This is an optimization exercise on Yosys and OpenROAD, whose aim is small area, not a production implementation.
The RTL of this run was laid out without a check of its function.
No activity file was given, so power comes from the tool's default toggle rates.

### flow/design.v
module state_timebase #(
    parameter int INC_DEC_INTERVAL = 12000,
    parameter int INC_DEC_MAX      = 167,
    parameter int STATE_COUNT      = 6
)(
    input  logic       clk,            
    input  logic       rst_n,          
    input  logic [2:0] initial_state,  
    output logic       ms_tick,        
    output logic [2:0] current_state   
);
    logic [$clog2(INC_DEC_INTERVAL)-1:0] tick_counter;  
    logic [$clog2(INC_DEC_MAX)-1:0]      inc_dec_counter;  
    assign ms_tick = (tick_counter == INC_DEC_INTERVAL - 1);  
    always_ff @(posedge clk or negedge rst_n) begin
        if (!rst_n) begin
            tick_counter    <= '0;
            inc_dec_counter <= '0;
            current_state   <= initial_state % STATE_COUNT;
        end else begin
            tick_counter <= (tick_counter < INC_DEC_INTERVAL - 1)
                            ? tick_counter + 1
                            : '0;
            if (ms_tick) begin
                inc_dec_counter <= (inc_dec_counter < INC_DEC_MAX - 1)
                                   ? inc_dec_counter + 1
                                   : '0;
                if (inc_dec_counter == INC_DEC_MAX - 1)
                    current_state <= (current_state == STATE_COUNT - 1)
                                     ? 3'd0
                                     : current_state + 1;
            end
        end
    end
endmodule
module pwm_state_lookup #(
    parameter STATE_COUNT = 6
)(
    input  logic [2:0]  state,
    output logic [11:0] base_duty,
    output logic        ramp_enable
);
    always_comb begin
        case (state)
            3'd0: begin base_duty = 0;     ramp_enable = 0; end
            3'd1: begin base_duty = 0;     ramp_enable = 0; end
            3'd2: begin base_duty = 12'd1200;  ramp_enable = 1; end
            3'd3: begin base_duty = 12'd1200;  ramp_enable = 0; end
            3'd4: begin base_duty = 12'd1200;  ramp_enable = 0; end
            3'd5: begin base_duty = 0;     ramp_enable = 1; end
            default: begin base_duty = 0;  ramp_enable = 0; end
        endcase
    end
endmodule
module pwm_duty_engine #(
    parameter int PWM_INTERVAL = 1200,
    parameter int STEP_VAL     = 1200/167
)(
    input  logic       clk,             
    input  logic       rst_n,           
    input  logic       ms_tick,         
    input  logic [2:0] current_state,   
    output logic       variable_duty_pwm   
);
    localparam int DUTY_W = $clog2(PWM_INTERVAL);  
    logic [DUTY_W-1:0] pwm_counter;  
    logic [DUTY_W-1:0] duty_value;  
    logic [11:0] base_duty;
    logic        ramp_enable;
    pwm_state_lookup LUT_I (
        .state(current_state),
        .base_duty(base_duty),
        .ramp_enable(ramp_enable)
    );
    always_ff @(posedge clk or negedge rst_n)
        if (!rst_n) 
            pwm_counter <= '0;
        else 
            pwm_counter <= (pwm_counter < PWM_INTERVAL - 1) ? pwm_counter + 1 : '0;
    always_ff @(posedge clk or negedge rst_n) begin
        if (!rst_n) begin
            duty_value <= 0;
        end else if (ms_tick) begin
            if (ramp_enable) begin
                if (duty_value < base_duty)
                    duty_value <= duty_value + STEP_VAL;    
                else if (duty_value > base_duty)
                    duty_value <= duty_value - STEP_VAL;    
            end else begin
                duty_value <= base_duty;
            end
        end
    end
    assign variable_duty_pwm = (pwm_counter < duty_value);
endmodule
module top #(
    parameter int INC_DEC_INTERVAL = 10_000,     
    parameter int INC_DEC_MAX      = 200,        
    parameter int STATE_COUNT      = 6,          
    parameter int PWM_INTERVAL     = 1200,       
    parameter int STEP_VAL         = (PWM_INTERVAL / INC_DEC_MAX) > 0
                                   ? (PWM_INTERVAL / INC_DEC_MAX) : 1
) (
    input  logic clk,     
    input  logic SW,      
    output logic RGB_R,   
    output logic RGB_G,   
    output logic RGB_B,   
    output logic LED      
);
    wire rst_n = SW;
    logic ms_tick;
    logic [2:0] master_state;
    state_timebase #(
        .INC_DEC_INTERVAL(INC_DEC_INTERVAL),
        .INC_DEC_MAX     (INC_DEC_MAX),
        .STATE_COUNT     (STATE_COUNT)
    ) master_timebase (
        .clk          (clk),
        .rst_n        (rst_n),
        .initial_state(3'd0),
        .ms_tick      (ms_tick),
        .current_state(master_state)
    );
    logic [2:0] state_r, state_g, state_b;
    assign state_r = (master_state + 3'd4) % STATE_COUNT;  
    assign state_g = (master_state + 3'd2) % STATE_COUNT;  
    assign state_b = (master_state + 3'd0);                
    logic pwm_red, pwm_green, pwm_blue;
    pwm_duty_engine #(
        .PWM_INTERVAL (PWM_INTERVAL),
        .STEP_VAL     (STEP_VAL)
    ) red_engine (
        .clk               (clk),
        .rst_n             (rst_n),
        .ms_tick           (ms_tick),
        .current_state     (state_r),
        .variable_duty_pwm (pwm_red)
    );
    pwm_duty_engine #(
        .PWM_INTERVAL (PWM_INTERVAL),
        .STEP_VAL     (STEP_VAL)
    ) green_engine (
        .clk               (clk),
        .rst_n             (rst_n),
        .ms_tick           (ms_tick),
        .current_state     (state_g),
        .variable_duty_pwm (pwm_green)
    );
    pwm_duty_engine #(
        .PWM_INTERVAL (PWM_INTERVAL),
        .STEP_VAL     (STEP_VAL)
    ) blue_engine (
        .clk               (clk),
        .rst_n             (rst_n),
        .ms_tick           (ms_tick),
        .current_state     (state_b),
        .variable_duty_pwm (pwm_blue)
    );
    assign RGB_R = ~pwm_red;
    assign RGB_G = ~pwm_green;
    assign RGB_B = ~pwm_blue;
    assign LED = 1'b1;
endmodule
### flow/run.sh
#!/bin/bash
# synth_recipe.tcl (not shown) runs the flow's synth.tcl, then flattens the netlist and writes it again
# the make line also repeats each setting of config.mk as NAME=value (left out here)
make -C /OpenROAD-flow-scripts/flow DESIGN_CONFIG=/design/flow/config.mk WORK_HOME=/design/flow/orfs CLKGATE_MAP_FILE= SYNTH_SCRIPT=/design/flow/synth_recipe.tcl finish
### flow/config.mk
export PLATFORM = sky130hd
export DESIGN_NAME = top
export DESIGN_NICKNAME = top
export VERILOG_FILES = /design/flow/design.v
export SDC_FILE = /design/flow/constraint.sdc
export NUM_CORES = 4
export LEC_CHECK = 0
export CAP_MARGIN = 20
export CORE_MARGIN = 2
export CORE_UTILIZATION = 40
export SLEW_MARGIN = 20
### flow/constraint.sdc
create_clock -name core_clock -period 10.0 [get_ports {clk}]
set_input_delay 2.0000 -clock core_clock [delete_from_list [all_inputs] [get_ports {clk}]]
set_output_delay 2.0000 -clock core_clock [all_outputs]
set_load 0.01 [all_outputs]
==> notes.md <==
==> state kept, by name, summed over array words and instances, names as in the netlist <==
| signal | flops |
|---|---|
| master_timebase.tick_counter | 14 |
| blue_engine.pwm_counter | 11 |
| green_engine.pwm_counter | 11 |
| red_engine.pwm_counter | 11 |
| blue_engine.duty_value | 10 |
| green_engine.duty_value | 10 |
| red_engine.duty_value | 10 |
| master_timebase.inc_dec_counter | 8 |
| master_timebase.current_state | 3 |
==> cell type report <==
cell class / count / area, um2
inverters: 43 / 161.4
fillers: 1461 / 8477
multi-input cells: 549 / 3902
repair buffers: 6 / 52.55
well taps: 211 / 264.0
clock inverters: 1 / 5.005
flip-flops and latches: 88 / 2202
clock buffers: 13 / 250.2
==> worst paths after layout <==
kind | end | slack, ns | cells after the start
max | RGB_G | 5.19 | 9
min | master_timebase.tick_counter[0] | 0.45 | 1
max reg2reg | blue_engine.duty_value[10] | 5.40 | 18
min reg2reg | master_timebase.tick_counter[0] | 0.45 | 1
max in group asynchronous | red_engine.pwm_counter[4] | 7.32 | 2
min in group asynchronous | blue_engine.pwm_counter[9] | 1.63 | 1
==> routing by layer <==
layer  up-vias  part of all wire  track usage
met1      2382              0.48       0.2078
met2        55              0.48       0.2763
met3        24             0.022      0.02337
met4         0             0.021      0.07400
met5         -                 0            0
li1       2476                 -            -
==> worst max-delay path: stages (launching register included) <==
cell	delay, ns
dfrtp_1	0.40
inv_1	0.12
ha_1	0.31
o21a_1	0.17
o21a_1	0.15
o21ai_0	0.15
a211oi_1	0.10
a2111oi_0	0.45
o21bai_1	0.13
clkdlybuf4s50_1	0.49
==> power groups by stage <==
stage                     Combinational, mW  Sequential (mW)  Clock (mW)
after global routing                0.00941            0.356       0.328
final                               0.00768            0.356       0.307
after detailed placement            0.00848            0.363           0
after floorplan                    0.000455            0.363           0
after global placement              0.00829            0.363           0
after CTS                           0.00857            0.356       0.315
==> cells by family (layout without fill, tap and decap cells) <==
logic type,after synthesis,count (layout),share of synthesized area
mux,8,8,0.01386
other cells,1,1,0.0005933
compound gates,160,160,0.1712
simple gates,248,248,0.1989
flops,88,88,0.3484
fa+ha+maj,78,78,0.1580
buf+inv,56,63,0.03424
xor+xnor,54,54,0.07482
==> cells in the final DEF, fill, tap and decap left out, types with 3 or more instances in the layout <==
cell and n:
or4_1 3, clkbuf_1 3, a211o_1 3, a2111oi_0 3, nand4_1 11, fa_1 3
a21oi_1 26, o21ai_0 44, inv_1 43, and4_1 3, o31ai_1 10, buf_4 3
or2_2 4, nor3_1 9, xor2_1 24, clkbuf_16 9, nand2_1 55, mux2i_1 5
o211ai_1 4, a211oi_1 15, dfrtp_1 88, ha_1 75, nand3_1 25, o22ai_1 3
or3_1 7, a21o_1 16, o21bai_1 3, nor2_1 64, and3_1 15, clkdlybuf4s50_1 3
o21a_1 13, nor2b_1 19, nand2b_1 14, xnor2_1 30, and2_1 5
==> flow_summary_export.csv <==
group,metric,value,unit
synth,yosysTopAreaCellShare,0.3484,
power,swShare,0.2110,
finish,final_area,0.006838,mm2
setup_path,critical_path_class,"register to output pin",
synth,ys_types,65,
synth,avgSynthCellArea,9.121,um2
route,dr.pass1.iters,5,
finish,final_cells,911,
cts,cts_buffers,9,
timing,fin_skew,0.007393,ns
cts,cts_max_level,3,
power,ir_drop,81.04,uV
place,gp_congestion,0.8643,
timing,setup-tns-final,0,ns
grt,grt_pass1_vias,4926,
timing,period_share,0.4813,
route,ant_nets,0,
power,clkPwrFrac,0.457,
route,routed_wl,12.95,mm
timing,max_freq,207.8,MHz
place,io_buffer_count,4,
power,internal_power,528.9,uW
cts,postCtsHoldBufs,0,
synth,synth_area_leaders,"dfrtp_1, ha_1, xnor2_1",
setup_path,crit_required,8.00,ns
grt,grt_pass1_wl,22.28,mm
die,core-area,0.01531,mm2
cts,clk_pin_slew,0.06,ns
hold_path,hold_class,"register to register",
place,place_hpwl,9.645,mm
finish,diodes,0,
grt,grt_overflow,0,
timing,slew_viol_final,0,
power,p_comb_frac,0.011,
die,num_io_pins,6,
grt,grt_max_degree,49,
timing,rsz0062_at_grt,"false",
setup_path,start_kind,"register",
synth,synth.most_common_cell,"dfrtp_1",
route,avgViaCountPerCell,5.419,
synth,synth-async-reset-ratio,1.000,
die,die_width,129.7,um
status,status,"no timing/DRC/antenna violations",
synth,synth_edf_count,0,
timing,setup_ws,5.187,ns
synth,synthTopCellsByCount,"dfrtp_1, ha_1, nor2_1",
setup_path,reg2reg_from,"master_timebase.current_state[0]",
die,rows,45,
cts,cts_setup_buffers,0,
power,power_switching,141.4,uW
synth,syn_area,0.006321,mm2
synth,synth.ff_latch_count,88,
timing,period_needed,4.813,ns
route,num_vias,4937,
place,post-place-cells,897,
setup_path,cp_max_fo,4,
cts,cts-root-buf,"clkbuf_16",
route,drt_iter0_markers,220,
timing,worst_pin_slew,1.005,ns
setup_path,critPathCaptureType,"output pin",
route,drc,0,
die,initial_core_util,0.4127,
power,pwr-share-seq,0.531,
hold_path,hold_path_startpoint,"master_timebase.tick_counter[0]",
setup_path,crit_start,"green_engine.duty_value[1]",
cts,cts_tree,"yes",
timing,hold_viol,0,
grt,antenna_found_initial,0,
timing,slew_headroom,0.3257,
cts,cts_resized,0,
timing,finalSetupViolations,0,
route,wl_per_cell,14.21,um
die,die_area,0.01682,mm2
run,drv_cap,0,
synth,syn_inst,693,
power,power,670.3,uW
power,leakage,3.124,nW
place,place_ws,5.416,ns
cts,clock_latency,0.34,ns
synth,syn_nets,773,
synth,yosysTopAreaCell,"dfrtp_1",
finish,fin_util,0.4465,
cts,cts_buffer_depth,2,
finish,nets,777,
setup_path,crit_arrival,2.81,ns
synth,yosysWarnings,4,
finish,drive_gt1_frac,0.04429,
synth,ys.flop_type,"dfrtp_1",
timing,hold_slack,0.4461,ns
cts,clock-sinks,88,
place,dpl_cell_area,0.006583,mm2
grt,grt_use_total,0.1634,
die,die_h,129.7,um
synth,ys_seq_area_frac,0.3484,
power,power_density,98.03,mW/mm2
finish,syn_to_final_growth,8.175,%

## afterwards: timing with drivers on the ports
The results above use ideal ports. As a check the final layout listed here was re-extracted and re-timed, cells and wires unchanged. Step 1, drivers: a clkbuf_16 drives clk and a buf_2 each remaining input, both assumed. Step 2 adds t to the input delays and takes it off the output delays; t is the mean of the earliest and latest rising clock arrival at the registers after step 1. Input paths then give back, and output paths get back, about the clock's delay inside the block. Slacks: ideal ports / drivers / drivers and shift; pairs: ideal ports / drivers.
t (ns): 0.378
setup WS [ns]: 5.187 / 5.149 / 5.404
worst setup path after step 2: register to register
cell pins on the clock port's net: 1
After both steps setup and hold are still met in this run. The setup slack of this run moves by -0.038 ns with the drivers and by +0.217 ns with both steps.
